This is an optimization exercise on Yosys and OpenROAD, whose aim is small area, a short achievable clock period and few clock cycles per item, not a production implementation.
The RTL was checked by simulation tests, not by an equivalence proof against the original design.
Power figures rest on the tool's default switching activity, not on a simulated workload.

==> flow/flow/run.sh <==
#!/bin/bash
# The standard layout (the standard.sh, on the standard synthesis script) with two
# changes:
#  - ADDER_MAP_FILE is empty, so Yosys does not extract half/full adders into
#    sky130 ha/fa cells before ABC; ABC maps that logic with the rest.
#  - the port buffers inserted before global placement are sky130_fd_sc_hd__buf_2
#    instead of the resizer's default pick (a clkdlybuf4s50 delay cell).
# Registers and their names are those of the standard synthesis.
set -euo pipefail
export BUFFER_PORTS_ARGS="-buffer_cell sky130_fd_sc_hd__buf_2"
bash standard.sh ADDER_MAP_FILE= finish > standard.log 2>&1
==> flow/standard.sh <==
#!/bin/bash
# synth_recipe.tcl (not shown) runs the flow's synth.tcl, then flattens the netlist and writes it again
# the make line also repeats each setting of config.mk as NAME=value (left out here)
make -C /OpenROAD-flow-scripts/flow DESIGN_CONFIG=/design/flow/config.mk WORK_HOME=/design/flow/orfs CLKGATE_MAP_FILE= SYNTH_SCRIPT=/design/flow/synth_recipe.tcl "${@:-finish}"
==> flow/config.mk <==
export PLATFORM = sky130hd
export DESIGN_NAME = viterbi_decoder
export DESIGN_NICKNAME = viterbi_decoder
export VERILOG_FILES = /design/flow/design.v
export SDC_FILE = /design/flow/constraint.sdc
export NUM_CORES = 4
export LEC_CHECK = 0
export ABC_AREA = 1
export CAP_MARGIN = 20
export CORE_MARGIN = 2
export CORE_UTILIZATION = 40
export SETUP_SLACK_MARGIN = 0.45
export SLEW_MARGIN = 20
==> flow/constraint.sdc <==
create_clock -name core_clock -period 5.0 [get_ports {clk}]
set_input_delay 1.0000 -clock core_clock [delete_from_list [all_inputs] [get_ports {clk}]]
set_output_delay 1.0000 -clock core_clock [all_outputs]
set_load 0.01 [all_outputs]
==> flow/design.v <==
module vfront(data, cut);
  input [15:0] data;
  output [22:0] cut;
  wire new_n40, new_n41, new_n42, new_n43, new_n44, new_n45, new_n46,
    new_n47, new_n48, new_n49, new_n50, new_n51, new_n52, new_n53, new_n54,
    new_n55, new_n56, new_n57, new_n58, new_n59, new_n60, new_n61, new_n62,
    new_n63, new_n64, new_n65, new_n66, new_n67, new_n68, new_n69, new_n70,
    new_n71, new_n72, new_n73, new_n74, new_n75, new_n76, new_n77, new_n78,
    new_n79, new_n80, new_n81, new_n82, new_n83, new_n84, new_n85, new_n86,
    new_n87, new_n88, new_n89, new_n90, new_n91, new_n92, new_n93, new_n94,
    new_n95, new_n96, new_n97, new_n98, new_n99, new_n100, new_n101,
    new_n102, new_n103, new_n104, new_n105, new_n106, new_n107, new_n108,
    new_n109, new_n110, new_n111, new_n112, new_n113, new_n114, new_n115,
    new_n116, new_n117, new_n118, new_n119, new_n120, new_n121, new_n122,
    new_n123, new_n124, new_n125, new_n126, new_n127, new_n128, new_n129,
    new_n130, new_n131, new_n132, new_n133, new_n134, new_n135, new_n136,
    new_n137, new_n138, new_n139, new_n140, new_n141, new_n142, new_n143,
    new_n144, new_n145, new_n146, new_n147, new_n148, new_n149, new_n150,
    new_n151, new_n152, new_n153, new_n154, new_n155, new_n156, new_n157,
    new_n159, new_n160, new_n161, new_n162, new_n163, new_n165, new_n166,
    new_n167, new_n168, new_n169, new_n170, new_n171, new_n172, new_n173,
    new_n174, new_n175, new_n176, new_n177, new_n178, new_n179, new_n180,
    new_n181, new_n182, new_n183, new_n184, new_n185, new_n186, new_n187,
    new_n188, new_n189, new_n190, new_n191, new_n192, new_n194, new_n195,
    new_n196, new_n197, new_n198, new_n199, new_n200, new_n201, new_n202,
    new_n203, new_n204, new_n205, new_n206, new_n207, new_n208, new_n209,
    new_n210, new_n211, new_n212, new_n213, new_n214, new_n215, new_n216,
    new_n217, new_n218, new_n219, new_n220, new_n221, new_n222, new_n223,
    new_n225, new_n226, new_n228, new_n229, new_n230, new_n231, new_n232,
    new_n233, new_n235, new_n236, new_n237, new_n238, new_n239, new_n240,
    new_n241, new_n242, new_n243, new_n244, new_n245, new_n246, new_n247,
    new_n248, new_n249, new_n250, new_n251, new_n252, new_n253, new_n254,
    new_n255, new_n256, new_n257, new_n258, new_n259, new_n260, new_n261,
    new_n262, new_n263, new_n264, new_n265, new_n266, new_n267, new_n268,
    new_n269, new_n270, new_n271, new_n272, new_n273, new_n274, new_n275,
    new_n276, new_n277, new_n278, new_n279, new_n280, new_n281, new_n282,
    new_n284, new_n285, new_n286, new_n287, new_n289, new_n290, new_n291,
    new_n292, new_n293, new_n294, new_n295, new_n297, new_n298, new_n299,
    new_n300, new_n301, new_n302, new_n303, new_n304, new_n305, new_n306,
    new_n307, new_n308, new_n309, new_n310, new_n311, new_n312, new_n313,
    new_n315, new_n316, new_n317, new_n318, new_n320, new_n321, new_n322,
    new_n324, new_n325, new_n327, new_n328, new_n330, new_n332, new_n333,
    new_n335, new_n336;
  assign new_n40 = data[10] & ~data[11];
  assign new_n41 = ~data[10] & data[11];
  assign new_n42 = ~new_n40 & ~new_n41;
  assign new_n43 = data[12] & ~new_n42;
  assign new_n44 = ~data[12] & new_n42;
  assign new_n45 = ~new_n43 & ~new_n44;
  assign new_n46 = data[14] & data[15];
  assign new_n47 = data[12] & ~data[13];
  assign new_n48 = ~data[12] & data[13];
  assign new_n49 = ~new_n47 & ~new_n48;
  assign new_n50 = new_n46 & new_n49;
  assign new_n51 = ~data[14] & ~data[15];
  assign new_n52 = ~new_n49 & new_n51;
  assign new_n53 = ~new_n50 & ~new_n52;
  assign new_n54 = ~new_n45 & new_n53;
  assign new_n55 = data[8] & ~data[9];
  assign new_n56 = ~data[8] & data[9];
  assign new_n57 = ~new_n55 & ~new_n56;
  assign new_n58 = data[10] & ~new_n57;
  assign new_n59 = ~data[10] & new_n57;
  assign new_n60 = ~new_n58 & ~new_n59;
  assign new_n61 = new_n49 & ~new_n60;
  assign new_n62 = ~new_n49 & new_n60;
  assign new_n63 = ~new_n61 & ~new_n62;
  assign new_n64 = new_n54 & ~new_n63;
  assign new_n65 = data[8] & ~new_n42;
  assign new_n66 = ~data[8] & new_n42;
  assign new_n67 = ~new_n65 & ~new_n66;
  assign new_n68 = new_n64 & new_n67;
  assign new_n69 = data[7] & ~new_n57;
  assign new_n70 = ~data[7] & new_n57;
  assign new_n71 = ~new_n69 & ~new_n70;
  assign new_n72 = ~data[6] & ~data[7];
  assign new_n73 = data[6] & data[7];
  assign new_n74 = ~new_n72 & ~new_n73;
  assign new_n75 = ~new_n46 & ~new_n51;
  assign new_n76 = new_n63 & new_n75;
  assign new_n77 = new_n45 & new_n53;
  assign new_n78 = new_n67 & new_n77;
  assign new_n79 = ~new_n76 & new_n78;
  assign new_n80 = new_n71 & new_n79;
  assign new_n81 = ~new_n74 & ~new_n80;
  assign new_n82 = ~new_n67 & new_n77;
  assign new_n83 = ~new_n57 & new_n82;
  assign new_n84 = ~new_n76 & new_n83;
  assign new_n85 = ~new_n67 & new_n75;
  assign new_n86 = new_n67 & ~new_n75;
  assign new_n87 = ~new_n85 & ~new_n86;
  assign new_n88 = new_n57 & new_n87;
  assign new_n89 = ~new_n57 & ~new_n87;
  assign new_n90 = new_n57 & ~new_n67;
  assign new_n91 = ~new_n89 & ~new_n90;
  assign new_n92 = ~new_n88 & new_n91;
  assign new_n93 = ~new_n53 & new_n63;
  assign new_n94 = data[10] & ~new_n51;
  assign new_n95 = ~data[10] & ~new_n46;
  assign new_n96 = ~new_n94 & ~new_n95;
  assign new_n97 = data[11] & data[13];
  assign new_n98 = ~data[11] & ~data[13];
  assign new_n99 = ~new_n97 & ~new_n98;
  assign new_n100 = ~new_n96 & ~new_n99;
  assign new_n101 = new_n53 & ~new_n63;
  assign new_n102 = new_n100 & ~new_n101;
  assign new_n103 = ~new_n93 & new_n102;
  assign new_n104 = ~new_n92 & new_n103;
  assign new_n105 = ~new_n84 & ~new_n104;
  assign new_n106 = data[6] & ~data[7];
  assign new_n107 = new_n105 & new_n106;
  assign new_n108 = new_n82 & new_n105;
  assign new_n109 = ~data[6] & data[7];
  assign new_n110 = new_n57 & new_n96;
  assign new_n111 = ~new_n76 & ~new_n110;
  assign new_n112 = new_n99 & ~new_n111;
  assign new_n113 = ~new_n88 & new_n112;
  assign new_n114 = new_n109 & ~new_n113;
  assign new_n115 = ~new_n108 & new_n114;
  assign new_n116 = ~new_n107 & ~new_n115;
  assign new_n117 = new_n67 & new_n93;
  assign new_n118 = ~new_n116 & ~new_n117;
  assign new_n119 = ~new_n81 & ~new_n118;
  assign new_n120 = ~new_n89 & new_n103;
  assign new_n121 = data[7] & new_n120;
  assign new_n122 = new_n57 & ~new_n87;
  assign new_n123 = new_n112 & ~new_n122;
  assign new_n124 = ~data[7] & new_n123;
  assign new_n125 = ~new_n121 & ~new_n124;
  assign new_n126 = new_n82 & new_n125;
  assign new_n127 = ~new_n116 & ~new_n126;
  assign new_n128 = new_n116 & new_n125;
  assign new_n129 = ~new_n127 & ~new_n128;
  assign new_n130 = ~new_n119 & ~new_n129;
  assign new_n131 = ~data[6] & new_n57;
  assign new_n132 = new_n63 & ~new_n75;
  assign new_n133 = ~new_n101 & ~new_n132;
  assign new_n134 = ~new_n77 & ~new_n133;
  assign new_n135 = new_n96 & new_n134;
  assign new_n136 = new_n131 & new_n135;
  assign new_n137 = new_n64 & ~new_n67;
  assign new_n138 = ~new_n57 & new_n137;
  assign new_n139 = ~new_n135 & ~new_n138;
  assign new_n140 = ~data[6] & ~new_n67;
  assign new_n141 = ~new_n139 & new_n140;
  assign new_n142 = ~data[7] & new_n141;
  assign new_n143 = new_n64 & new_n86;
  assign new_n144 = new_n68 & new_n109;
  assign new_n145 = ~new_n143 & ~new_n144;
  assign new_n146 = ~new_n142 & new_n145;
  assign new_n147 = ~new_n136 & new_n146;
  assign new_n148 = new_n130 & new_n147;
  assign new_n149 = ~new_n91 & new_n134;
  assign new_n150 = ~new_n73 & ~new_n137;
  assign new_n151 = ~new_n149 & ~new_n150;
  assign new_n152 = new_n82 & new_n110;
  assign new_n153 = ~new_n57 & new_n78;
  assign new_n154 = ~new_n152 & ~new_n153;
  assign new_n155 = ~new_n123 & new_n154;
  assign new_n156 = new_n139 & new_n155;
  assign new_n157 = ~new_n72 & ~new_n156;
  assign cut[7] = new_n151 | new_n157;
  assign new_n159 = new_n91 & new_n134;
  assign new_n160 = new_n74 & ~new_n159;
  assign new_n161 = ~new_n135 & ~new_n160;
  assign new_n162 = ~cut[7] & new_n161;
  assign new_n163 = data[6] & new_n162;
  assign cut[4] = ~new_n148 | new_n163;
  assign new_n165 = ~new_n71 & cut[4];
  assign new_n166 = new_n68 & ~new_n165;
  assign new_n167 = ~new_n104 & ~new_n113;
  assign new_n168 = new_n68 & ~new_n71;
  assign new_n169 = new_n167 & ~new_n168;
  assign new_n170 = ~new_n116 & ~new_n169;
  assign new_n171 = data[6] & ~new_n123;
  assign new_n172 = ~data[6] & ~new_n120;
  assign new_n173 = new_n116 & ~new_n172;
  assign new_n174 = ~new_n171 & new_n173;
  assign new_n175 = ~new_n170 & ~new_n174;
  assign new_n176 = data[6] & ~new_n57;
  assign new_n177 = ~new_n131 & ~new_n176;
  assign new_n178 = new_n54 & ~new_n75;
  assign new_n179 = new_n63 & new_n178;
  assign new_n180 = new_n177 & new_n179;
  assign new_n181 = ~new_n116 & ~new_n178;
  assign new_n182 = new_n63 & new_n181;
  assign new_n183 = ~new_n180 & ~new_n182;
  assign new_n184 = new_n175 & ~new_n183;
  assign new_n185 = new_n137 & ~new_n177;
  assign new_n186 = ~new_n79 & ~new_n185;
  assign new_n187 = ~new_n181 & ~new_n186;
  assign new_n188 = new_n74 & new_n133;
  assign new_n189 = new_n167 & new_n188;
  assign new_n190 = ~new_n129 & ~new_n189;
  assign new_n191 = ~new_n187 & new_n190;
  assign new_n192 = ~new_n184 & new_n191;
  assign cut[0] = new_n166 | ~new_n192;
  assign new_n194 = new_n175 & ~new_n180;
  assign new_n195 = ~data[7] & ~new_n96;
  assign new_n196 = data[7] & new_n96;
  assign new_n197 = ~new_n195 & ~new_n196;
  assign new_n198 = new_n132 & ~new_n197;
  assign new_n199 = ~new_n93 & ~new_n137;
  assign new_n200 = new_n67 & ~new_n177;
  assign new_n201 = ~new_n74 & ~new_n200;
  assign new_n202 = ~new_n199 & new_n201;
  assign new_n203 = ~new_n198 & ~new_n202;
  assign new_n204 = new_n148 & new_n181;
  assign new_n205 = ~new_n71 & ~new_n204;
  assign new_n206 = ~new_n53 & ~new_n67;
  assign new_n207 = new_n77 & ~new_n140;
  assign new_n208 = new_n167 & ~new_n207;
  assign new_n209 = new_n84 & new_n208;
  assign new_n210 = ~new_n84 & ~new_n208;
  assign new_n211 = ~new_n209 & ~new_n210;
  assign new_n212 = ~new_n206 & new_n211;
  assign new_n213 = ~new_n205 & new_n212;
  assign new_n214 = new_n133 & new_n148;
  assign new_n215 = ~new_n74 & ~new_n75;
  assign new_n216 = new_n68 & ~new_n215;
  assign new_n217 = ~new_n71 & new_n215;
  assign new_n218 = new_n82 & new_n197;
  assign new_n219 = new_n217 & new_n218;
  assign new_n220 = ~new_n189 & ~new_n219;
  assign new_n221 = ~new_n216 & new_n220;
  assign new_n222 = ~new_n214 & new_n221;
  assign new_n223 = new_n194 & new_n222;
  assign cut[2] = new_n213 | ~new_n223;
  assign new_n225 = ~new_n203 & ~cut[2];
  assign new_n226 = new_n194 & ~new_n225;
  assign cut[1] = new_n119 | ~new_n226;
  assign new_n228 = ~new_n167 & new_n178;
  assign new_n229 = ~new_n79 & new_n116;
  assign new_n230 = ~new_n228 & new_n229;
  assign new_n231 = new_n205 & ~new_n230;
  assign new_n232 = ~new_n170 & ~new_n202;
  assign new_n233 = new_n221 & new_n232;
  assign cut[3] = new_n231 | ~new_n233;
  assign new_n235 = ~new_n75 & new_n100;
  assign new_n236 = ~new_n46 & ~new_n94;
  assign new_n237 = new_n235 & ~new_n236;
  assign new_n238 = ~new_n97 & ~new_n236;
  assign new_n239 = new_n98 & ~new_n235;
  assign new_n240 = ~new_n238 & ~new_n239;
  assign new_n241 = ~new_n237 & new_n240;
  assign new_n242 = ~new_n98 & new_n236;
  assign new_n243 = ~new_n238 & ~new_n242;
  assign new_n244 = ~data[8] & ~data[9];
  assign new_n245 = data[12] & ~new_n244;
  assign new_n246 = ~new_n235 & ~new_n245;
  assign new_n247 = ~new_n243 & ~new_n246;
  assign new_n248 = ~data[12] & new_n243;
  assign new_n249 = data[8] & data[9];
  assign new_n250 = ~new_n248 & new_n249;
  assign new_n251 = ~new_n247 & ~new_n250;
  assign new_n252 = new_n241 & ~new_n251;
  assign new_n253 = ~new_n98 & ~new_n236;
  assign new_n254 = ~new_n97 & ~new_n253;
  assign new_n255 = new_n251 & new_n254;
  assign new_n256 = ~new_n252 & ~new_n255;
  assign new_n257 = ~cut[7] & new_n256;
  assign new_n258 = new_n56 & ~new_n178;
  assign new_n259 = new_n96 & new_n99;
  assign new_n260 = ~data[12] & ~new_n259;
  assign new_n261 = ~data[11] & data[13];
  assign new_n262 = data[10] & ~new_n46;
  assign new_n263 = ~new_n51 & ~new_n262;
  assign new_n264 = new_n261 & new_n263;
  assign new_n265 = data[11] & ~data[13];
  assign new_n266 = ~new_n263 & new_n265;
  assign new_n267 = ~new_n264 & ~new_n266;
  assign new_n268 = ~new_n260 & new_n267;
  assign new_n269 = ~new_n55 & ~new_n268;
  assign new_n270 = ~data[12] & ~new_n267;
  assign new_n271 = ~new_n269 & ~new_n270;
  assign new_n272 = ~new_n258 & new_n271;
  assign new_n273 = ~new_n96 & new_n265;
  assign new_n274 = ~new_n96 & new_n261;
  assign new_n275 = ~new_n263 & ~new_n274;
  assign new_n276 = ~new_n273 & ~new_n275;
  assign new_n277 = ~new_n272 & new_n276;
  assign new_n278 = ~new_n263 & ~new_n273;
  assign new_n279 = ~new_n274 & ~new_n278;
  assign new_n280 = new_n272 & new_n279;
  assign new_n281 = ~new_n277 & ~new_n280;
  assign new_n282 = cut[7] & ~new_n281;
  assign cut[5] = new_n257 | new_n282;
  assign new_n284 = new_n244 & ~new_n268;
  assign new_n285 = ~new_n251 & ~new_n284;
  assign new_n286 = ~cut[7] & ~new_n285;
  assign new_n287 = cut[7] & ~new_n272;
  assign cut[6] = ~new_n286 & ~new_n287;
  assign new_n289 = new_n109 & ~new_n143;
  assign new_n290 = ~new_n57 & new_n68;
  assign new_n291 = new_n78 & new_n110;
  assign new_n292 = ~new_n83 & ~new_n291;
  assign new_n293 = ~new_n113 & new_n292;
  assign new_n294 = ~new_n290 & new_n293;
  assign new_n295 = new_n161 & new_n294;
  assign cut[10] = ~new_n289 & ~new_n295;
  assign new_n297 = ~new_n56 & ~new_n268;
  assign new_n298 = new_n55 & ~new_n178;
  assign new_n299 = ~new_n270 & ~new_n298;
  assign new_n300 = ~new_n297 & new_n299;
  assign new_n301 = new_n276 & ~new_n300;
  assign new_n302 = new_n279 & new_n300;
  assign new_n303 = ~new_n301 & ~new_n302;
  assign new_n304 = cut[10] & ~new_n303;
  assign new_n305 = data[12] & ~new_n249;
  assign new_n306 = ~new_n235 & ~new_n305;
  assign new_n307 = ~new_n243 & ~new_n306;
  assign new_n308 = new_n244 & ~new_n248;
  assign new_n309 = ~new_n307 & ~new_n308;
  assign new_n310 = ~new_n241 & ~new_n309;
  assign new_n311 = ~new_n254 & new_n309;
  assign new_n312 = ~new_n310 & ~new_n311;
  assign new_n313 = ~cut[10] & ~new_n312;
  assign cut[8] = new_n304 | new_n313;
  assign new_n315 = cut[10] & ~new_n300;
  assign new_n316 = new_n249 & ~new_n268;
  assign new_n317 = ~new_n309 & ~new_n316;
  assign new_n318 = ~cut[10] & ~new_n317;
  assign cut[9] = ~new_n315 & ~new_n318;
  assign new_n320 = ~new_n72 & ~new_n137;
  assign new_n321 = ~new_n149 & ~new_n320;
  assign new_n322 = ~new_n73 & ~new_n156;
  assign cut[13] = new_n321 | new_n322;
  assign new_n324 = new_n256 & ~cut[13];
  assign new_n325 = ~new_n281 & cut[13];
  assign cut[11] = new_n324 | new_n325;
  assign new_n327 = ~new_n285 & ~cut[13];
  assign new_n328 = ~new_n272 & cut[13];
  assign cut[12] = ~new_n327 & ~new_n328;
  assign new_n330 = new_n106 & ~new_n143;
  assign cut[16] = ~new_n295 & ~new_n330;
  assign new_n332 = ~new_n303 & cut[16];
  assign new_n333 = ~new_n312 & ~cut[16];
  assign cut[14] = new_n332 | new_n333;
  assign new_n335 = ~new_n300 & cut[16];
  assign new_n336 = ~new_n317 & ~cut[16];
  assign cut[15] = ~new_n335 & ~new_n336;
  assign cut[17] = data[0];
  assign cut[18] = data[1];
  assign cut[19] = data[2];
  assign cut[20] = data[3];
  assign cut[21] = data[4];
  assign cut[22] = data[5];
endmodule
module vback(cut, dout);
  input [22:0] cut;
  output [7:0] dout;
  wire new_n32, new_n33, new_n34, new_n35, new_n36, new_n37, new_n38,
    new_n39, new_n40, new_n41, new_n42, new_n43, new_n44, new_n45, new_n46,
    new_n47, new_n48, new_n49, new_n50, new_n51, new_n52, new_n53, new_n54,
    new_n55, new_n56, new_n57, new_n58, new_n59, new_n60, new_n61, new_n62,
    new_n63, new_n64, new_n65, new_n66, new_n67, new_n68, new_n69, new_n70,
    new_n71, new_n72, new_n73, new_n74, new_n75, new_n76, new_n77, new_n78,
    new_n79, new_n80, new_n81, new_n82, new_n83, new_n84, new_n85, new_n86,
    new_n87, new_n88, new_n89, new_n90, new_n91, new_n92, new_n93, new_n94,
    new_n95, new_n96, new_n97, new_n98, new_n99, new_n100, new_n101,
    new_n102, new_n103, new_n104, new_n105, new_n106, new_n107, new_n108,
    new_n109, new_n110, new_n111, new_n112, new_n113, new_n114, new_n115,
    new_n116, new_n117, new_n118, new_n119, new_n120, new_n121, new_n122,
    new_n123, new_n124, new_n125, new_n126, new_n127, new_n128, new_n129,
    new_n130, new_n131, new_n132, new_n133, new_n134, new_n135, new_n136,
    new_n137, new_n138, new_n139, new_n140, new_n141, new_n142, new_n143,
    new_n144, new_n145, new_n146, new_n147, new_n148, new_n149, new_n150,
    new_n151, new_n152, new_n153, new_n154, new_n155, new_n156, new_n157,
    new_n158, new_n159, new_n160, new_n161, new_n162, new_n163, new_n164,
    new_n165, new_n166, new_n167, new_n168, new_n169, new_n170, new_n171,
    new_n172, new_n173, new_n174, new_n175, new_n176, new_n177, new_n178,
    new_n179, new_n180, new_n181, new_n182, new_n183, new_n184, new_n185,
    new_n186, new_n187, new_n188, new_n189, new_n190, new_n191, new_n192,
    new_n193, new_n194, new_n195, new_n196, new_n197, new_n198, new_n199,
    new_n200, new_n201, new_n202, new_n203, new_n204, new_n205, new_n206,
    new_n207, new_n208, new_n209, new_n210, new_n211, new_n212, new_n213,
    new_n214, new_n215, new_n216, new_n217, new_n218, new_n219, new_n220,
    new_n221, new_n222, new_n223, new_n224, new_n225, new_n226, new_n227,
    new_n228, new_n229, new_n230, new_n231, new_n232, new_n233, new_n234,
    new_n235, new_n236, new_n237, new_n238, new_n239, new_n240, new_n241,
    new_n242, new_n243, new_n244, new_n246, new_n247, new_n248, new_n249,
    new_n250, new_n251, new_n252, new_n253, new_n254, new_n255, new_n256,
    new_n257, new_n259, new_n260, new_n261, new_n262, new_n263, new_n264,
    new_n265, new_n266, new_n268, new_n269, new_n270, new_n271, new_n272,
    new_n273, new_n274, new_n275, new_n276, new_n277, new_n278, new_n279,
    new_n280, new_n281, new_n282, new_n283, new_n284, new_n285, new_n286,
    new_n288, new_n289, new_n290, new_n291, new_n292, new_n293, new_n294,
    new_n295, new_n296, new_n297, new_n298, new_n299, new_n300, new_n301,
    new_n302, new_n303, new_n305, new_n306, new_n307, new_n308, new_n309,
    new_n310, new_n311, new_n312, new_n313, new_n314, new_n315, new_n316,
    new_n317, new_n318, new_n319, new_n321, new_n322, new_n323, new_n324,
    new_n325, new_n326, new_n328, new_n329, new_n330, new_n331, new_n332,
    new_n333;
  assign new_n32 = cut[17] & ~cut[18];
  assign new_n33 = ~cut[17] & cut[18];
  assign new_n34 = ~new_n32 & ~new_n33;
  assign new_n35 = cut[21] & ~cut[22];
  assign new_n36 = ~cut[21] & cut[22];
  assign new_n37 = ~new_n35 & ~new_n36;
  assign new_n38 = ~cut[3] & ~cut[4];
  assign new_n39 = cut[0] & cut[1];
  assign new_n40 = ~cut[0] & ~cut[1];
  assign new_n41 = ~new_n39 & ~new_n40;
  assign new_n42 = new_n38 & ~new_n41;
  assign new_n43 = ~cut[2] & new_n42;
  assign new_n44 = cut[2] & ~cut[4];
  assign new_n45 = ~cut[0] & cut[3];
  assign new_n46 = new_n44 & new_n45;
  assign new_n47 = ~new_n43 & ~new_n46;
  assign new_n48 = ~new_n37 & ~new_n47;
  assign new_n49 = cut[0] & ~cut[2];
  assign new_n50 = ~cut[0] & cut[2];
  assign new_n51 = ~new_n49 & ~new_n50;
  assign new_n52 = ~cut[1] & new_n51;
  assign new_n53 = ~cut[3] & new_n52;
  assign new_n54 = cut[4] & ~new_n53;
  assign new_n55 = cut[1] & cut[2];
  assign new_n56 = ~cut[3] & new_n55;
  assign new_n57 = cut[0] & cut[2];
  assign new_n58 = ~new_n56 & ~new_n57;
  assign new_n59 = new_n54 & new_n58;
  assign new_n60 = new_n37 & new_n59;
  assign new_n61 = ~new_n48 & ~new_n60;
  assign new_n62 = cut[20] & new_n61;
  assign new_n63 = ~cut[19] & ~cut[20];
  assign new_n64 = ~cut[2] & cut[4];
  assign new_n65 = ~new_n44 & ~new_n64;
  assign new_n66 = ~cut[1] & cut[3];
  assign new_n67 = new_n65 & new_n66;
  assign new_n68 = cut[0] & new_n67;
  assign new_n69 = cut[1] & cut[3];
  assign new_n70 = ~cut[4] & new_n69;
  assign new_n71 = ~new_n56 & ~new_n70;
  assign new_n72 = ~new_n68 & new_n71;
  assign new_n73 = cut[21] & cut[22];
  assign new_n74 = cut[3] & ~new_n65;
  assign new_n75 = ~cut[4] & ~new_n74;
  assign new_n76 = new_n73 & new_n75;
  assign new_n77 = ~cut[21] & ~cut[22];
  assign new_n78 = ~new_n75 & new_n77;
  assign new_n79 = ~new_n76 & ~new_n78;
  assign new_n80 = ~new_n72 & ~new_n79;
  assign new_n81 = new_n44 & new_n80;
  assign new_n82 = cut[0] & ~cut[3];
  assign new_n83 = cut[2] & new_n82;
  assign new_n84 = cut[4] & ~new_n83;
  assign new_n85 = ~cut[4] & new_n83;
  assign new_n86 = ~new_n84 & ~new_n85;
  assign new_n87 = ~cut[1] & ~cut[4];
  assign new_n88 = ~new_n49 & ~new_n87;
  assign new_n89 = ~cut[3] & ~new_n88;
  assign new_n90 = new_n45 & ~new_n55;
  assign new_n91 = ~new_n89 & ~new_n90;
  assign new_n92 = new_n35 & new_n91;
  assign new_n93 = new_n36 & ~new_n91;
  assign new_n94 = ~new_n92 & ~new_n93;
  assign new_n95 = ~new_n54 & new_n72;
  assign new_n96 = ~new_n37 & new_n47;
  assign new_n97 = new_n95 & new_n96;
  assign new_n98 = new_n94 & new_n97;
  assign new_n99 = ~new_n86 & new_n98;
  assign new_n100 = ~new_n81 & ~new_n99;
  assign new_n101 = new_n63 & new_n100;
  assign new_n102 = ~new_n62 & ~new_n101;
  assign new_n103 = ~new_n37 & new_n59;
  assign new_n104 = new_n94 & new_n103;
  assign new_n105 = ~cut[3] & ~new_n39;
  assign new_n106 = ~cut[2] & ~cut[4];
  assign new_n107 = new_n105 & new_n106;
  assign new_n108 = new_n95 & ~new_n107;
  assign new_n109 = ~new_n79 & new_n108;
  assign new_n110 = cut[22] & new_n45;
  assign new_n111 = ~cut[22] & new_n82;
  assign new_n112 = ~new_n110 & ~new_n111;
  assign new_n113 = new_n109 & ~new_n112;
  assign new_n114 = ~new_n104 & ~new_n113;
  assign new_n115 = ~new_n37 & ~new_n72;
  assign new_n116 = new_n37 & new_n107;
  assign new_n117 = ~new_n115 & ~new_n116;
  assign new_n118 = cut[19] & new_n117;
  assign new_n119 = ~new_n55 & ~new_n69;
  assign new_n120 = new_n54 & new_n119;
  assign new_n121 = new_n37 & new_n120;
  assign new_n122 = ~new_n44 & new_n51;
  assign new_n123 = ~new_n72 & ~new_n122;
  assign new_n124 = ~new_n37 & new_n123;
  assign new_n125 = ~new_n121 & ~new_n124;
  assign new_n126 = cut[2] & cut[4];
  assign new_n127 = ~new_n39 & ~new_n126;
  assign new_n128 = ~new_n74 & ~new_n127;
  assign new_n129 = ~cut[22] & ~new_n128;
  assign new_n130 = ~cut[0] & cut[1];
  assign new_n131 = cut[3] & ~new_n130;
  assign new_n132 = cut[22] & ~new_n131;
  assign new_n133 = ~new_n129 & ~new_n132;
  assign new_n134 = ~new_n125 & ~new_n133;
  assign new_n135 = ~new_n118 & ~new_n134;
  assign new_n136 = ~new_n114 & ~new_n135;
  assign new_n137 = ~new_n102 & new_n136;
  assign new_n138 = new_n102 & new_n135;
  assign new_n139 = ~new_n137 & ~new_n138;
  assign new_n140 = ~new_n52 & ~new_n105;
  assign new_n141 = new_n104 & new_n140;
  assign new_n142 = ~cut[19] & cut[20];
  assign new_n143 = cut[19] & ~cut[20];
  assign new_n144 = ~new_n142 & ~new_n143;
  assign new_n145 = ~new_n44 & new_n80;
  assign new_n146 = new_n144 & ~new_n145;
  assign new_n147 = ~new_n141 & new_n146;
  assign new_n148 = ~new_n109 & new_n143;
  assign new_n149 = ~new_n98 & new_n142;
  assign new_n150 = ~new_n148 & ~new_n149;
  assign new_n151 = ~new_n134 & ~new_n150;
  assign new_n152 = ~new_n147 & ~new_n151;
  assign new_n153 = cut[20] & new_n104;
  assign new_n154 = ~cut[20] & new_n80;
  assign new_n155 = ~new_n153 & ~new_n154;
  assign new_n156 = ~new_n152 & new_n155;
  assign new_n157 = new_n139 & new_n156;
  assign new_n158 = ~new_n34 & ~new_n157;
  assign new_n159 = new_n63 & ~new_n114;
  assign new_n160 = cut[19] & cut[20];
  assign new_n161 = ~new_n100 & new_n160;
  assign new_n162 = ~new_n159 & ~new_n161;
  assign new_n163 = ~new_n152 & new_n162;
  assign new_n164 = new_n47 & new_n95;
  assign new_n165 = ~new_n94 & new_n164;
  assign new_n166 = ~new_n86 & new_n165;
  assign new_n167 = new_n37 & new_n79;
  assign new_n168 = ~new_n72 & new_n167;
  assign new_n169 = new_n142 & ~new_n168;
  assign new_n170 = ~new_n166 & new_n169;
  assign new_n171 = ~new_n118 & ~new_n170;
  assign new_n172 = new_n59 & ~new_n94;
  assign new_n173 = cut[22] & new_n128;
  assign new_n174 = cut[3] & ~cut[22];
  assign new_n175 = ~new_n173 & ~new_n174;
  assign new_n176 = new_n108 & new_n167;
  assign new_n177 = ~new_n175 & new_n176;
  assign new_n178 = ~new_n172 & ~new_n177;
  assign new_n179 = ~new_n171 & ~new_n178;
  assign new_n180 = ~cut[20] & new_n61;
  assign new_n181 = ~new_n152 & ~new_n180;
  assign new_n182 = ~new_n179 & ~new_n181;
  assign new_n183 = ~new_n171 & ~new_n180;
  assign new_n184 = ~new_n152 & new_n183;
  assign new_n185 = cut[3] & new_n128;
  assign new_n186 = cut[1] & ~cut[22];
  assign new_n187 = ~cut[1] & cut[22];
  assign new_n188 = ~new_n186 & ~new_n187;
  assign new_n189 = new_n185 & ~new_n188;
  assign new_n190 = ~new_n184 & ~new_n189;
  assign new_n191 = ~new_n182 & new_n190;
  assign new_n192 = new_n109 & new_n112;
  assign new_n193 = new_n86 & new_n98;
  assign new_n194 = ~new_n192 & ~new_n193;
  assign new_n195 = new_n144 & ~new_n194;
  assign new_n196 = ~new_n165 & ~new_n176;
  assign new_n197 = ~new_n144 & ~new_n196;
  assign new_n198 = ~new_n195 & ~new_n197;
  assign new_n199 = new_n139 & new_n198;
  assign new_n200 = ~new_n191 & new_n199;
  assign new_n201 = ~new_n98 & ~new_n104;
  assign new_n202 = new_n180 & new_n201;
  assign new_n203 = ~new_n80 & new_n117;
  assign new_n204 = ~new_n109 & new_n203;
  assign new_n205 = cut[20] & new_n204;
  assign new_n206 = ~new_n202 & ~new_n205;
  assign new_n207 = new_n200 & new_n206;
  assign new_n208 = new_n163 & ~new_n207;
  assign new_n209 = ~cut[17] & new_n208;
  assign new_n210 = new_n140 & new_n172;
  assign new_n211 = ~new_n44 & new_n168;
  assign new_n212 = ~new_n210 & ~new_n211;
  assign new_n213 = ~new_n144 & new_n212;
  assign new_n214 = ~new_n125 & new_n175;
  assign new_n215 = new_n63 & ~new_n165;
  assign new_n216 = new_n160 & ~new_n176;
  assign new_n217 = ~new_n215 & ~new_n216;
  assign new_n218 = ~new_n214 & ~new_n217;
  assign new_n219 = ~new_n213 & ~new_n218;
  assign new_n220 = new_n142 & ~new_n178;
  assign new_n221 = ~new_n166 & ~new_n168;
  assign new_n222 = new_n143 & ~new_n221;
  assign new_n223 = ~new_n220 & ~new_n222;
  assign new_n224 = ~new_n165 & ~new_n172;
  assign new_n225 = new_n62 & new_n224;
  assign new_n226 = new_n185 & new_n188;
  assign new_n227 = ~new_n144 & ~new_n226;
  assign new_n228 = ~new_n225 & ~new_n227;
  assign new_n229 = ~new_n168 & ~new_n176;
  assign new_n230 = ~cut[20] & new_n117;
  assign new_n231 = new_n229 & new_n230;
  assign new_n232 = new_n228 & ~new_n231;
  assign new_n233 = new_n223 & ~new_n232;
  assign new_n234 = ~new_n219 & new_n233;
  assign new_n235 = cut[18] & new_n234;
  assign new_n236 = ~new_n209 & ~new_n235;
  assign new_n237 = ~new_n158 & ~new_n236;
  assign new_n238 = ~new_n182 & ~new_n184;
  assign new_n239 = new_n63 & new_n172;
  assign new_n240 = new_n160 & new_n168;
  assign new_n241 = ~new_n239 & ~new_n240;
  assign new_n242 = new_n32 & new_n241;
  assign new_n243 = ~new_n219 & new_n242;
  assign new_n244 = ~new_n238 & new_n243;
  assign dout[0] = ~new_n237 & ~new_n244;
  assign new_n246 = ~new_n219 & ~new_n238;
  assign new_n247 = ~new_n34 & ~new_n246;
  assign new_n248 = new_n162 & new_n223;
  assign new_n249 = new_n198 & new_n248;
  assign new_n250 = new_n33 & ~new_n249;
  assign new_n251 = new_n241 & ~new_n250;
  assign new_n252 = ~new_n247 & new_n251;
  assign new_n253 = new_n243 & ~new_n249;
  assign new_n254 = ~new_n238 & new_n253;
  assign new_n255 = ~new_n158 & ~new_n254;
  assign new_n256 = ~new_n144 & ~new_n155;
  assign new_n257 = new_n255 & ~new_n256;
  assign dout[1] = ~new_n252 | ~new_n257;
  assign new_n259 = ~cut[18] & ~new_n200;
  assign new_n260 = new_n234 & ~new_n259;
  assign new_n261 = new_n257 & ~new_n260;
  assign new_n262 = new_n252 & ~new_n261;
  assign new_n263 = new_n200 & new_n257;
  assign new_n264 = new_n208 & new_n263;
  assign new_n265 = new_n262 & ~new_n264;
  assign new_n266 = ~new_n208 & ~new_n263;
  assign dout[2] = new_n265 | new_n266;
  assign new_n268 = ~new_n134 & ~new_n214;
  assign new_n269 = ~new_n61 & new_n268;
  assign new_n270 = new_n201 & ~new_n269;
  assign new_n271 = ~new_n104 & ~new_n144;
  assign new_n272 = ~new_n270 & ~new_n271;
  assign new_n273 = ~new_n142 & ~new_n255;
  assign new_n274 = ~new_n80 & new_n143;
  assign new_n275 = new_n255 & ~new_n274;
  assign new_n276 = ~new_n273 & ~new_n275;
  assign new_n277 = ~new_n272 & ~new_n276;
  assign new_n278 = dout[2] & ~new_n277;
  assign new_n279 = ~dout[1] & ~new_n260;
  assign new_n280 = new_n160 & new_n279;
  assign new_n281 = new_n63 & ~new_n279;
  assign new_n282 = ~new_n280 & ~new_n281;
  assign new_n283 = new_n224 & ~new_n269;
  assign new_n284 = ~new_n63 & ~new_n283;
  assign new_n285 = new_n282 & ~new_n284;
  assign new_n286 = ~new_n262 & ~new_n285;
  assign dout[3] = new_n278 | new_n286;
  assign new_n288 = new_n35 & ~new_n278;
  assign new_n289 = new_n36 & ~new_n277;
  assign new_n290 = dout[2] & new_n289;
  assign new_n291 = new_n37 & new_n91;
  assign new_n292 = ~new_n290 & ~new_n291;
  assign new_n293 = ~new_n288 & new_n292;
  assign new_n294 = dout[3] & ~new_n293;
  assign new_n295 = ~new_n37 & new_n75;
  assign new_n296 = ~new_n262 & ~new_n284;
  assign new_n297 = new_n282 & new_n296;
  assign new_n298 = ~new_n77 & new_n297;
  assign new_n299 = ~new_n73 & new_n277;
  assign new_n300 = dout[2] & new_n299;
  assign new_n301 = ~new_n297 & new_n300;
  assign new_n302 = ~new_n298 & ~new_n301;
  assign new_n303 = ~new_n295 & ~new_n302;
  assign dout[4] = new_n294 | new_n303;
  assign new_n305 = cut[10] & new_n303;
  assign new_n306 = cut[16] & new_n294;
  assign new_n307 = ~new_n305 & ~new_n306;
  assign new_n308 = dout[3] & new_n293;
  assign new_n309 = cut[13] & new_n308;
  assign new_n310 = ~new_n73 & ~new_n295;
  assign new_n311 = ~new_n297 & new_n310;
  assign new_n312 = ~new_n77 & ~new_n295;
  assign new_n313 = new_n297 & new_n312;
  assign new_n314 = ~new_n311 & ~new_n313;
  assign new_n315 = dout[2] & new_n277;
  assign new_n316 = ~new_n297 & ~new_n315;
  assign new_n317 = new_n314 & ~new_n316;
  assign new_n318 = cut[7] & new_n317;
  assign new_n319 = ~new_n309 & ~new_n318;
  assign dout[5] = ~new_n307 | ~new_n319;
  assign new_n321 = cut[12] & new_n308;
  assign new_n322 = cut[9] & new_n303;
  assign new_n323 = ~new_n321 & ~new_n322;
  assign new_n324 = cut[6] & new_n317;
  assign new_n325 = cut[15] & new_n294;
  assign new_n326 = ~new_n324 & ~new_n325;
  assign dout[6] = ~new_n323 | ~new_n326;
  assign new_n328 = cut[11] & new_n308;
  assign new_n329 = cut[5] & new_n317;
  assign new_n330 = ~new_n328 & ~new_n329;
  assign new_n331 = cut[8] & new_n303;
  assign new_n332 = cut[14] & new_n294;
  assign new_n333 = ~new_n331 & ~new_n332;
  assign dout[7] = ~new_n330 | ~new_n333;
endmodule
module viterbi_decoder(clk, rst, en, data, data_out, done_flag);
    input clk, rst, en;
    input [15:0] data;
    output [7:0] data_out;
    output reg done_flag;
    wire [22:0] cut;
    reg  [22:0] cut_q;
    vfront head (.data(data), .cut(cut));
    vback  tail (.cut(cut_q), .dout(data_out));
    always @(posedge clk or posedge rst)
        if (rst) done_flag <= 1'b0;
        else     done_flag <= en;
    always @(posedge clk)
        cut_q <= cut;
endmodule
==> reports/qor.txt, run 1 <==
Vias -> 3,624
Register area share after synthesis -> 15.6%
Final HPWL DP -> 7360 um
Tot GR Track Use -> 21.5%
FFs w/ async S/R, synth -> 4.17%
H-Tree Depth -> 1
Fraction of layout instances using a drive strength above 1 -> 18.1%
First DRT Iteration DRCs -> 149
Mapped Cells -> 565
Ant. Diodes -> 0
Ports -> 28
Drt pass-1 iters -> 5
Fin. Hold Viols -> 0
WL/cell -> 13.0 um
Synth warnings -> 1
Global route overflow -> 0
Layout area overhead -> 10.9%
Crit path kind -> reg2out
Antenna violations before repair -> 0
Req. time, crit path -> 4.00 ns
DRC -> 0
CTS max path bufs -> 2
Row cnt -> 32
Leak pwr -> 1.90 nW
Slew @ Worst Pin -> 0.524 ns
ANT nets after route -> 0
Fillers -> 835
Setup TNS -> 0 ns
Initial Util -> 40.8%
Seq cells post-synth -> 24
Pre-CTS WS -> 0.833 ns
CTS Buf Count -> 3
Final nets -> 611
Worst vdd ir -> 0.230 mV
Vias per Instance -> 5.23
Min-Delay Path Class -> in2async
Worst path bufs/invs -> 5
Critical Path End Type -> primary output
# setup viols final -> 0
Die Span X -> 92.3 um
Power Dens Cells -> 429 mW/mm2
Final cycle utilization of the critical path -> 84.3%
Slew Viols, Final -> 0
CTS tree -> yes
Routability cong. -> 0.941
Final worst slack -> 0.785 ns
Largest net degree at the start of global routing -> 15
Library cells used by synthesis -> 44
Global-route wire length before repair -> 15,200 um
Crit path cell chain -> clkinvlp_4 > nand3_1 > inv_1 > nand2_2 > o21ai_2 > or2_1 > nand2_1 > nand3_1 > nand2_1 > nand3_1 > nand2_2 > nand3_2 > inv_1 > nand4_1 > nand2_1 > nand2_1 > nand2_2 > nand2_2 > nand2_1 > nand2_1 > inv_1 > nand3_2 > buf_2
Critical Path AT -> 3.22 ns
RSZ-0062 raised after global routing -> false
Total core area -> 0.00765 mm2
Critical path fanouts, max -> 8
Most used DFF post-synth -> dfxtp_1
Clock Sinks -> 24
Synthesized net count -> 584
Mapped Area -> 0.00312 mm2
I/O Buffers -> 27
Die Ht -> 92.3 um
Max_slew headroom -> 64.9%
CP max-delay cell -> dfxtp_4
Max Fclk -> 237 MHz
Max_cap viols -> 0
Number of enable flip-flop cells after synthesis -> 0
Status -> finished clean
Final min period -> 4.22 ns
CP peak stage delay -> 0.41 ns
Finished Core Util -> 45.3%
Vias in the first global route -> 3,509
Worst-path clk slew -> 0.09 ns
Die area -> 0.00852 mm2
Hold buffers post-CTS -> 0
CP Launch Point -> cut_q[3]
CP dominant cell by count -> nand2_1
Post-Route WL -> 9020 um
Setup crit start kind -> register
Syn avg cell area -> 5.52 um2
Crit-path leading delay family -> simple AND/OR/NAND/NOR gates
Root buffer cell -> clkbuf_8
## state kept, by name, indices dropped and copies added, names as in the netlist
name and cells:
done_flag 1, cut_q 23
## layout make-up
| class | count | area (um2) | share of cell area (%) |
|---|---|---|---|
| Clock buffer | 3 | 41.3 | 1.19 |
| Clock inverter | 1 | 30.0 | 0.868 |
| Inverter | 92 | 354 | 10.2 |
| Multi-Input combinational cell | 440 | 2240 | 64.6 |
| Sequential cell | 24 | 505 | 14.6 |
| Tap cell | 102 | 128 | 3.69 |
| Timing Repair Buffer | 31 | 165 | 4.77 |
## per-layer routing
layer	track usage, %	share of wire (%)
met3	1.87	4.1
met4	7.71	2.4
met2	38.5	49
met5	0	0
met1	26.7	44
## cells in the final DEF (no fill, tap or decap), types with 2 or more instances in the layout
cell type	n
nor2_4	3
a31oi_1	3
buf_4	4
nand2_2	21
a21oi_4	2
nor2_1	57
nand4_1	8
xor2_1	9
dfxtp_1	17
o21ai_1	10
inv_4	2
nand2_1	172
nand3_2	8
o221ai_1	3
inv_1	77
nand3_1	48
or2_1	3
nor3_1	6
o22ai_1	2
clkbuf_8	3
o211ai_1	3
o21a_1	2
o21ai_2	3
nand3b_1	2
a21oi_1	20
o21ai_0	23
inv_2	12
nor2_2	6
dfxtp_4	5
buf_2	27
or2_2	2
o31ai_1	2
mux2i_1	10
a21boi_0	2
## final timing paths
kind	end	cells after the start
min in group core_clock	cut_q[18]	1
min	done_flag	2
max	data_out[6]	23
max in group asynchronous	done_flag	2
## report_power, final
part	total (mW)	switching, mW	internal, mW
Sequential	0.283	0.0440	0.239
Clock	0.173	0.0656	0.107
Combinational	1.03	0.678	0.351
Total	1.48	0.787	0.697
## kinds of logic after synthesis
logic type | count (synthesis) | share of synthesized area [%]
flip-flops | 24 | 15.6
XOR/XNOR | 9 | 2.53
multiplexers | 10 | 3.21
buffers and inverters | 101 | 13.6
AND/OR/NAND/NOR | 339 | 48.9
AO/OA/AOI/OAI | 82 | 16.2
## per-stage QoR
stage	std cells	area [um2]	hold slack (ns)	power (mW)
floorplan	565	3120	0.729	1.04
global placement	685	3310	0.832	1.26
detailed placement	685	3310	0.835	1.26
CTS	689	3380	0.538	1.44
global route	693	3460	0.536	1.64
finish	693	3460	0.545	1.48
## Yosys cell counts (2+ instances only)
library cell,instances,area share [%]
a21boi_0,2,0.48
a21oi_1,21,3.4
a31oi_1,3,0.60
buf_2,2,0.32
buf_6,5,1.8
clkbuf_1,2,0.24
dfxtp_1,23,15
inv_1,78,9.4
inv_2,12,1.4
inv_4,2,0.40
mux2i_1,10,3.2
nand2_1,174,21
nand2_2,19,3.8
nand3_1,48,7.7
nand3_2,8,2.6
nand3b_1,2,0.48
nand4_1,8,1.6
nor2_1,59,7.1
nor2_2,5,1.0
nor2_4,2,0.72
nor3_1,6,0.96
o211ai_1,3,0.72
o21a_1,2,0.48
o21ai_0,23,3.7
o21ai_1,10,1.6
o21ai_2,3,0.84
o221ai_1,3,0.84
o22ai_1,2,0.40
o31ai_1,2,0.48
or2_1,3,0.60
or2_2,2,0.40
xor2_1,9,2.5
## what timing repair did
| action | in CTS | in global routing |
|---|---|---|
| setup buffers | 0 | 4 |
| endpoints found under the setup margin | 0 | 4 |
| gates resized for setup | 0 | 19 |
Testbench counts, summed over its fixed seeds: cycles 1,280, blocks 1,280.
==> run 2, diff against run 1 <==
--- a/flow/config.mk
+++ b/flow/config.mk
@@ -11,3 +11,3 @@
 export CORE_UTILIZATION = 40
-export SETUP_SLACK_MARGIN = 0.45
+export SETUP_SLACK_MARGIN = 0.25
 export SLEW_MARGIN = 20
==> reports/qor.txt, run 2 <==
Final worst slack -> 0.650 ns (-0.135 ns)
Total core area -> 0.00765 mm2 (unchanged)
Post-Route WL -> 8810 um (-2.4%)
Clock Sinks -> 24 (unchanged)
Final cycle utilization of the critical path -> 87.0% (+2.7 points)
Antenna violations before repair -> 0 (unchanged)
Fraction of layout instances using a drive strength above 1 -> 15.8% (-2.3 points)
Net Sw Frac -> 53.2% (+0.18 points)
Clock power share -> 11.8% (+0.2 points)
Ports -> 28 (unchanged)
Library cells used by synthesis -> 44 (unchanged)
Vias -> 3,591 (-0.91%)
Worst vdd ir -> 0.230 mV (-0.11%)
WP depth -> 23 (unchanged)
ANT nets after route -> 0 (unchanged)
Multi-input gate area -> 0.00221 mm2 (-1.0%)
Final HPWL DP -> 7360 um (unchanged)
Crit path cell chain -> nor2_2 > nor2_4 > inv_2 > nand2_2 > o21ai_2 > or2_1 > nand2_1 > nand3_1 > nand2_1 > nand3_1 > nand2_2 > nand3_2 > inv_1 > nand4_1 > nand2_1 > nand2_1 > nand2_2 > nand2_2 > nand2_1 > nand2_1 > inv_1 > nand3_2 > buf_2
CTS tree -> yes
CP peak stage delay -> 0.56 ns (+0.15 ns)
Drt pass-1 iters -> 5 (unchanged)
Syn avg cell area -> 5.52 um2 (unchanged)
Root buffer cell -> clkbuf_8
Die area -> 0.00852 mm2 (unchanged)
Vias per Instance -> 5.21 (-0.34%)
Setup crit start kind -> register
Worst-path clk slew -> 0.09 ns (about the same)
Tot GR Track Use -> 21.5% (unchanged)
Crit-path leading delay family -> simple AND/OR/NAND/NOR gates
Req. time, crit path -> 4.00 ns (about the same)
Post-synth top area cell -> nand2_1
Max FFs per register -> 23 (unchanged)
Fin. Hold Viols -> 0 (unchanged)
First DRT Iteration DRCs -> 162 (+8.7%)
GR peak layer -> met2
Met2 capacity usage during global routing -> 38.5% (unchanged)
Max_slew headroom -> 64.2% (-0.71 points)
Routability cong. -> 0.941 (unchanged)
Hold buffers post-CTS -> 0 (unchanged)
WL/cell -> 12.8 um (-1.8%)
Power Total -> 1.44 mW (-2.8%)
FFs w/ async S/R, synth -> 4.17% (unchanged)
Number of enable flip-flop cells after synthesis -> 0 (unchanged)
RSZ-0062 raised after global routing -> false
Most used DFF post-synth -> dfxtp_1
Largest net degree at the start of global routing -> 15 (unchanged)
I/O Buffers -> 27 (unchanged)
Register area share after synthesis -> 15.6% (unchanged)
Ant. Diodes -> 0 (unchanged)
Global-route wire length before repair -> 15,200 um (unchanged)
Fillers -> 844 (+1.1%)
Min-Delay Path Class -> in2async
Synth warnings -> 1 (unchanged)
Crit path kind -> reg2out
Die Ht -> 92.3 um (unchanged)
Max Fclk -> 230 MHz (-3.1%)
Setup TNS -> 0 ns (unchanged)
Synth cell count leaders -> nand2_1 (174), inv_1 (78), nor2_1 (59)
Grt met3 use -> 1.87% (unchanged)
Synthesized net count -> 584 (unchanged)
CTS Buf Count -> 3 (unchanged)
Comb pwr share -> 68.9% (-0.4 points)
Mapped Cells -> 565 (unchanged)
Final nets -> 607 (-0.65%)
# setup viols final -> 0 (unchanged)
DRC -> 0 (unchanged)
Critical path fanouts, max -> 8 (unchanged)
Mapped Area -> 0.00312 mm2 (unchanged)
Synth area leaders -> nand2_1 (21%), dfxtp_1 (15%), inv_1 (9.4%), nand3_1 (7.7%), nor2_1 (7.1%)
Status -> finished clean
Most frequent cells in the layout -> nand2_1 (174), inv_1 (78), nor2_1 (59)
Vias in the first global route -> 3,509 (unchanged)
Slew @ Worst Pin -> 0.535 ns (+0.0106 ns)
Met1 Usage GRT -> 26.7% (unchanged)
Critical Path AT -> 3.35 ns (+0.13 ns)
Leak pwr -> 1.88 nW (-0.92%)
Critical Path End Type -> primary output
H-Tree Depth -> 1 (unchanged)
Die Span X -> 92.3 um (unchanged)
Seq cells post-synth -> 24 (unchanged)
Slew Viols, Final -> 0 (unchanged)
Initial Util -> 40.8% (unchanged)
Global route overflow -> 0 (unchanged)
Finished Core Util -> 44.3% (-0.95 points)
Most common cell after layout, fill and taps aside -> nand2_1
Max_cap viols -> 0 (unchanged)
Largest registers -> cut_q (23), done_flag (1)
Sequential power share -> 19.3% (+0.3 points)
Net Sw Power -> 0.768 mW (-2.5%)
CTS max path bufs -> 2 (unchanged)
Share of the synthesized area in the top cell type -> 20.9% (unchanged)
Most numerous cell in the Yosys netlist -> nand2_1
Worst path bufs/invs -> 4 (-1)
Power Dens Cells -> 426 mW/mm2 (-0.71%)
CP max-delay cell -> dfxtp_1
FF/Latch Area -> 489 um2 (-3.2%)
Row cnt -> 32 (unchanged)
Pre-CTS WS -> 0.833 ns (unchanged)
Final min period -> 4.35 ns (+0.135 ns)
Layout area overhead -> 8.58%
Power Internal -> 0.674 mW (-3.2%)
Most flops, register -> cut_q
CP dominant cell by count -> nand2_1
run 2: cell types whose count changed in the layout (fill, tap and decap cells not counted), sizes merged:
cell and change:
inv +1, buf -4, clkinvlp -1
run 2: worst max-delay path by stage:
stage	startpoint	endpoint	slack [ns]
after CTS	cut_q[3]	data_out[6]	0.52
final	cut_q[22]	data_out[6]	0.65
after floorplan	cut_q[22]	data_out[6]	1.60
after global routing	cut_q[4]	data_out[5]	0.26
after detailed placement	cut_q[3]	data_out[6]	0.83
after global placement	cut_q[3]	data_out[5]	0.87
run 2: kinds of logic (layout without fill, tap and decap cells):
group | count (synthesis) | after routing | share of synthesized area [%]
simple gates | 339 | 339 | 48.9
buf+inv | 101 | 123 | 13.6
compound gates | 82 | 82 | 16.2
flops | 24 | 24 | 15.6
mux | 10 | 10 | 3.21
xor+xnor | 9 | 9 | 2.53
run 2: what timing repair did:
item	CTS	global route
gates resized for setup	0	3
buffers inserted	0	0
endpoints found under the setup margin	0	4
run 2: layout make-up:
type	count	share of cell area (%)
repair buffers	27	3.99
multi-input cells	440	65.4
clock inverters	1	0.886
flip-flops and latches	24	14.4
inverters	92	10.3
well taps	102	3.77
clock buffers	3	1.22
run 2: stage by stage:
step	cell area (um2)	cells	hold slack (ns)
6_report	3390	689	0.544
5_1_grt	3390	689	0.536
3_5_place_dp	3310	685	0.835
2_1_floorplan	3120	565	0.729
3_3_place_gp	3310	685	0.832
4_1_cts	3380	689	0.538
run 2: metal layers:
metal  share of wire (%)  vias up
met3                 4.3       17
li1                    -     1862
met4                 2.1        0
met2                  49      110
met1                  45     1602
met5                   0        -
run 2: power groups by stage:
| stage | logic [mW] | registers (mW) | clock network, mW |
|---|---|---|---|
| floorplan | 0.791 | 0.251 | 0 |
| global placement | 0.982 | 0.280 | 0 |
| detailed placement | 0.980 | 0.280 | 0 |
| CTS | 0.983 | 0.276 | 0.177 |
| global route | 1.13 | 0.285 | 0.185 |
| finish | 0.993 | 0.278 | 0.171 |
==> run 3, diff against run 2 <==
--- a/flow/config.mk
+++ b/flow/config.mk
@@ -11,3 +11,3 @@
 export CORE_UTILIZATION = 40
-export SETUP_SLACK_MARGIN = 0.25
+export SETUP_SLACK_MARGIN = 0.35
 export SLEW_MARGIN = 20
==> reports/qor.txt, run 3 <==
Status -> finished clean
CP max-delay cell -> dfxtp_4
Post-Layout Cell Count -> 693 (+0.58%)
Leak pwr -> 1.89 nW (+0.70%)
Most flops, register -> cut_q
First DRT Iteration DRCs -> 152 (-6.2%)
CP dominant cell by count -> nand2_1
Power Total -> 1.47 mW (+1.6%)
Synth warnings -> 1 (unchanged)
Crit path kind -> reg2out
Total core area -> 0.00765 mm2 (unchanged)
Most numerous cell in the Yosys netlist -> nand2_1
Crit path cell chain -> clkinvlp_4 > nor2_2 > nand2_1 > nand2_2 > nand2_2 > o22ai_2 > nand2_1 > nand2_1 > nand3_1 > nand2_1 > nand3_1 > nand2_2 > nand3_2 > inv_1 > nand4_1 > nand2_1 > nand2_1 > nand2_2 > nand2_2 > nand2_1 > nand2_1 > inv_1 > nand3_2 > buf_2
CP endpoint -> data_out[6]
Pre-CTS WS -> 0.833 ns (unchanged)
Min-Delay Path Class -> in2async
Seq cells post-synth -> 24 (unchanged)
Critical Path End Type -> primary output
Final cycle utilization of the critical path -> 85.2% (-1.8 points)
FFs w/ async S/R, synth -> 4.17% (unchanged)
Worst path bufs/invs -> 4 (unchanged)
Ports -> 28 (unchanged)
Die Ht -> 92.3 um (unchanged)
RSZ-0062 raised after global routing -> false
Synth cell count leaders -> nand2_1 (174), inv_1 (78), nor2_1 (59)
Critical path fanouts, max -> 8 (unchanged)
Slew Viols, Final -> 0 (unchanged)
Tot GR Track Use -> 21.5% (unchanged)
Final HPWL DP -> 7360 um (unchanged)
CTS max path bufs -> 2 (unchanged)
Critical Path AT -> 3.26 ns (-0.09 ns)
Post-Route WL -> 8950 um (+1.7%)
Mapped Area -> 0.00312 mm2 (unchanged)
Largest registers -> cut_q (23), done_flag (1)
DRC -> 0 (unchanged)
Fin. Hold Viols -> 0 (unchanged)
Clock Sinks -> 24 (unchanged)
H-Tree Depth -> 1 (unchanged)
Mapped Cells -> 565 (unchanged)
Syn avg cell area -> 5.52 um2 (unchanged)
Hold buffers post-CTS -> 0 (unchanged)
CP Launch Point -> cut_q[3]
Worst vdd ir -> 0.229 mV (-0.28%)
CTS Buf Count -> 3 (unchanged)
Vias -> 3,614 (+0.64%)
I/O Buffers -> 27 (unchanged)
Library cells used by synthesis -> 44 (unchanged)
Routed wl met2 -> 4400 um (+2.1%)
Worst-path clk slew -> 0.09 ns (about the same)
Post-synth top area cell -> nand2_1
Power Dens Cells -> 427 mW/mm2 (+0.37%)
Initial Util -> 40.8% (unchanged)
Synthesized net count -> 584 (unchanged)
Most common cell after layout, fill and taps aside -> nand2_1
Register area share after synthesis -> 15.6% (unchanged)
Vias per Instance -> 5.22 (about the same)
Routability cong. -> 0.941 (unchanged)
CP peak stage delay -> 0.40 ns (-0.16 ns)
Met1 Routed Length -> 3900 um (-1.0%)
Die area -> 0.00852 mm2 (unchanged)
Share of the synthesized area in the top cell type -> 20.9% (unchanged)
CTS tree -> yes
Vias in the first global route -> 3,509 (unchanged)
ANT nets after route -> 0 (unchanged)
Global route overflow -> 0 (unchanged)
Final nets -> 611 (+0.66%)
Max_slew headroom -> 64.3% (+0.088 points)
Most used DFF post-synth -> dfxtp_1
Root buffer cell -> clkbuf_8
Row cnt -> 32 (unchanged)
Antenna violations before repair -> 0 (unchanged)
Most frequent cells in the layout -> nand2_1 (174), inv_1 (77), nor2_1 (58)
Top sig layer -> met4
Number of enable flip-flop cells after synthesis -> 0 (unchanged)
Hold_ws -> 0.545 ns (+0.000128 ns)
Setup crit start kind -> register
Drt pass-1 iters -> 5 (unchanged)
Met3 WL -> 463 um (+23%)
Die Span X -> 92.3 um (unchanged)
Layout area overhead -> 9.90%
Synth area leaders -> nand2_1 (21%), dfxtp_1 (15%), inv_1 (9.4%), nand3_1 (7.7%), nor2_1 (7.1%)
Req. time, crit path -> 4.00 ns (about the same)
Largest net degree at the start of global routing -> 15 (unchanged)
Fraction of layout instances using a drive strength above 1 -> 17.4% (+1.6 points)
Ant. Diodes -> 0 (unchanged)
Final min period -> 4.26 ns (-0.0893 ns)
Max Fclk -> 235 MHz (+2.1%)
Setup TNS -> 0 ns (unchanged)
Placed Cells -> 685 (unchanged)
# setup viols final -> 0 (unchanged)
Max FFs per register -> 23 (unchanged)
Slew @ Worst Pin -> 0.534 ns (-0.00131 ns)
WP depth -> 24 (+4.3%)
Global-route wire length before repair -> 15,200 um (unchanged)
WL/cell -> 12.9 um (+1.1%)
Final worst slack -> 0.739 ns (+0.0893 ns)
Max_cap viols -> 0 (unchanged)
Crit-path leading delay family -> simple AND/OR/NAND/NOR gates
## run 3: changes by cell type in the layout (fill, tap and decap cells not counted), sizes merged
cell / previous run / this run
buf: 27 / 31
clkinvlp: 0 / 1
inv: 92 / 91
## run 3: cell families (layout without fill, tap and decap cells)
kind of cell | Yosys count | in the layout | synth area share [%]
AND/OR/NAND/NOR | 339 | 339 | 48.9
multiplexers | 10 | 10 | 3.21
flip-flops | 24 | 24 | 15.6
XOR/XNOR | 9 | 9 | 2.53
buffers and inverters | 101 | 127 | 13.6
AO/OA/AOI/OAI | 82 | 82 | 16.2
## run 3: how the worst min path moves through the flow
| stage | end |
|---|---|
| final | done_flag |
| after global routing | done_flag |
| after CTS | done_flag |
| after detailed placement | done_flag |
| after global placement | done_flag |
| after floorplan | done_flag |
## run 3: where the power goes
group / internal, mW / leakage (nW) / switching (mW)
Combinational: 0.347 / 1.65 / 0.669
Clock: 0.107 / 0.0357 / 0.0635
Sequential: 0.236 / 0.205 / 0.0422
Total: 0.690 / 1.89 / 0.775
## run 3: cell type report
cell class / instances / area [um2]
inverter: 92 / 354
sequential: 24 / 494
tap: 102 / 128
fill: 836 / 4220
clock buffer: 3 / 41.3
clock inverter: 1 / 30.0
timing repair buffer: 31 / 165
multi-input combinational: 440 / 2220
## run 3: timing repair
action | in CTS | in global routing
buffers inserted | 0 | 4
endpoints found under the hold margin | 0 | 0
endpoints found under the setup margin | 0 | 4
gates resized for setup | 0 | 9
## run 3: layer usage
metal / vias to the layer above / global-route usage, %
li1: 1868 / -
met3: 20 / 1.87
met1: 1598 / 26.7
met2: 128 / 38.5
met5: - / 0
met4: 0 / 7.71
## run 3: stage by stage
step | util, % | cell area, um2
after floorplan | - | 3120
after global placement | 43.3 | 3310
after detailed placement | 43.3 | 3310
after CTS | 44.2 | 3380
after global routing | 44.8 | 3430
final | 44.8 | 3430

==> static timing again, ports no longer ideal <==
How much do the figures lean on ideal ports? The routed layouts below were timed once more, with nothing changed but the port constraints.
Step 1 assumes that a clkbuf_16 drives the clock port and a buf_2 every other input.
Step 2 also shifts input and output timing later by t, the mid clock arrival at the registers, as if the neighbouring blocks saw the same clock.
a / b / c = no drivers / after step 1 / after step 2; a / b = the first two.
| run | t (ns) | setup WS [ns] | clock arrival spread, ns | slew at the worst register clock pin (ns) | worst data-port slew with drivers (ns) |
|---|---|---|---|---|---|
| run 1 | 0.293 | 0.785 / 0.755 / 1.048 | 0.003 / 0.003 | 0.09 / 0.09 | 0.03 |
| run 2 | 0.293 | 0.650 / 0.620 / 0.913 | 0.004 / 0.004 | 0.09 / 0.09 | 0.03 |
| run 3 | 0.293 | 0.739 / 0.709 / 1.002 | 0.005 / 0.005 | 0.09 / 0.09 | 0.03 |
After both steps setup and hold are still met in every run listed.
